Background: an optimization exercise with open tools, aiming at small area and a short achievable clock period. Do not read the settings as production practice. At most, simulation tests tie the RTL to the original design; equivalence was not proved. Power and IR drop assume default switching activity.

job 104:
==> flow/design.v (excerpt) <==
module NEURON(Clock, SignA, SignB, SignC, SignD, ExponentA, ExponentB, ExponentC, ExponentD, MantissaA, MantissaB, MantissaC, MantissaD, SignOut, ExponentOut, MantissaOut, SignOut1, ExponentOut1, MantissaOut1, SignOut2, ExponentOut2, MantissaOut2);
Size in the first run: roughly 630 cells after synthesis, roughly 91 flip-flops, about 85 I/O pins.
clock: 11.0 ns
lec_check: 0
cap_margin: 20
core_margin: 2
core_utilization: 60
cts_buf_list: sky130_fd_sc_hd__clkbuf_8
slew_margin: 20
synth_hierarchical: 1
tns_end_percent: 5
standard.sh (not shown) runs the stock make flow with config.mk's settings and CLKGATE_MAP_FILE= SYNTH_SCRIPT=/design/flow/synth_recipe.tcl, a recipe that flattens the netlist after the stock synthesis.
==> flow/flow/run.sh <==
#!/bin/bash
# The standard layout, with plain buf_1 cells as port buffers and timing
# repair aiming below the clock period (paths with less than SETUP_SLACK_MARGIN
# ns of slack are repaired).
set -euo pipefail
export BUFFER_PORTS_ARGS="-buffer_cell sky130_fd_sc_hd__buf_1"
export SETUP_SLACK_MARGIN=7.3
bash standard.sh > standard_flow.log 2>&1
Setup changes, job 104 to job 102
--- a/flow/design.v
+++ b/flow/design.v
@@ -44,21 +44,42 @@
 reg r_t1, r_t2;          
 always @(posedge Clock) begin
   r_ma <= MantissaA; r_mb <= MantissaB; r_mc <= MantissaC; r_md <= MantissaD;
   r_e1 <= e1;
   r_e2 <= e2;
   r_t1 <= SignA ~^ SignB;
   r_t2 <= SignC ~^ SignD;
 end
-wire [6:0] xd = {1'b0, r_e1} + {1'b0, ~r_e2};
+genvar x;
+wire [6:0] xd;
+wire [5:0] ne2 = ~r_e2;
+wire [5:1] xc;
+MUL6_HA xh0 (r_e1[0], ne2[0], xd[0], xc[1]);
+generate for (x = 1; x < 6; x = x + 1) begin : xdr
+  if (x < 5) begin : m
+    MUL6_FA xf (r_e1[x], ne2[x], xc[x], xd[x], xc[x+1]);
+  end else begin : t
+    MUL6_FA xf (r_e1[x], ne2[x], xc[x], xd[x], xd[6]);
+  end
+end endgenerate
 wire e1_gt = xd[6];
 wire e_eq = &xd[5:0];
 wire e2_gt = ~e1_gt & ~e_eq;
-wire [5:0] xd1 = xd[5:0] + 6'd1;
+wire [5:0] xd1;              
+wire [5:1] ic;
+assign xd1[0] = ~xd[0];
+assign ic[1] = xd[0];
+generate for (x = 1; x < 6; x = x + 1) begin : inc
+  if (x < 5) begin : m
+    MUL6_HA ih (xd[x], ic[x], xd1[x], ic[x+1]);
+  end else begin : t
+    assign xd1[x] = xd[x] ^ ic[x];
+  end
+end endgenerate
 wire [5:0] ediff = e1_gt ? xd1 : ~xd[5:0];
 wire [3:0] dsat = ediff[3:0] | {4{ediff[5] | ediff[4]}};
 wire [11:0] p1, p2;
 genvar q, gi, gj;
 generate for (q = 0; q < 2; q = q + 1) begin : mul
   wire [5:0] a = q ? r_mc : r_ma;
   wire [5:0] b = q ? r_md : r_mb;
   wire [11:0] p;
@@ -181,33 +202,34 @@
 wire ge32 = E[5];
 wire ge31 = E[5] | &E[4:0];
 wire ge30 = E[5] | &E[4:1];
 wire ge29 = E[5] | (&E[4:2] & (E[1] | E[0]));
 wire ge28 = E[5] | &E[4:2];
 wire e0 = ~|E;
 reg q_s, q_sn, q_zero, q_ge33, q_ge32, q_eq31, q_eq30, q_eq29, q_eq28;
 reg [5:0] q_m;
+reg q_m432, q_m54;      
 reg [4:0] q_e;
 always @(posedge Clock) begin
   q_s <= s;
   q_sn <= ~s;
   q_m <= m;
+  q_m432 <= &m[4:2];
+  q_m54 <= &m[5:4];
   q_e <= E[4:0];
   q_zero <= ~s & e0 & z;
   q_ge33 <= ge33;
   q_ge32 <= ge32;
   q_eq31 <= ge31 & ~ge32;
   q_eq30 <= ge30 & ~ge31;
   q_eq29 <= ge29 & ~ge30;
   q_eq28 <= ge28 & ~ge29;
 end
 wire q_m5 = q_m[5];
-wire q_m432 = &q_m[4:2];
-wire q_m54 = &q_m[5:4];
 wire zero = q_zero;
 wire eq32 = q_ge32 & ~q_ge33;
 reg [4:0] te; reg [5:0] tm;
 always @* begin
   if (zero) begin te = 5'b00000; tm = 6'b000000; end
   else if (q_ge32) begin te = 5'b01111; tm = 6'b000000; end
   else if (q_eq31 & q_m5) begin te = 5'b01110; tm = 6'b111000; end
   else if (q_eq31) begin te = 5'b01110; tm = 6'b101100; end
Notes after the runs:
- The launch point of the critical path comes out q_m[4] in one run and q_zero in the other, namely in job 104 and job 102 respectively.
- Job 104 was smaller in final cell area than job 102.
- Job 102 vs. job 104: number of inserted diodes saw little to no change; total die area saw an increase.
- In the metrics for job 104 and job 102, the one carrying the higher share of cell area taken by multi-input logic gates is job 102.
- Maximum frequency in job 102 is 0.0066 GHz higher than in job 104
- From job 104 to job 102 the numbers moved as follows: biggest cell delay along the critical path increased by 0.02 ns relative to the old numbers; combinational share of power climbed 3.3 points; area after synthesis has increased.
Only the layout flow was run in job 102; the RTL was not checked for function there.

## static timing again, ports no longer ideal
How much do the figures lean on ideal ports? The routed layouts below were timed once more, with nothing changed but the port constraints.
Step 1: set_driving_cell puts a clkbuf_16 on Clock and a buf_2 on each other input, an assumption about the parent block.
Step 2 adds t to the input delays and takes it off the output delays; t is the mean of the earliest and latest rising clock arrival at the registers after step 1. Input paths then give back, and output paths get back, about the clock's delay inside the block.
Slacks: ideal ports / drivers / drivers and shift; pairs: ideal ports / drivers.
run | t (ns) | setup slack, ns | hold WS [ns]
job 104 | 0.398 | 7.194 / 7.159 / 6.923 | 0.446 / 0.446 / 0.446
job 102 | 0.412 | 7.287 / 7.251 / 6.904 | 0.445 / 0.445 / 0.445
After both steps every run listed still meets setup and hold. For job 102, which loses most, drivers alone change the setup slack by -0.036 ns; drivers and shift together by -0.383 ns.
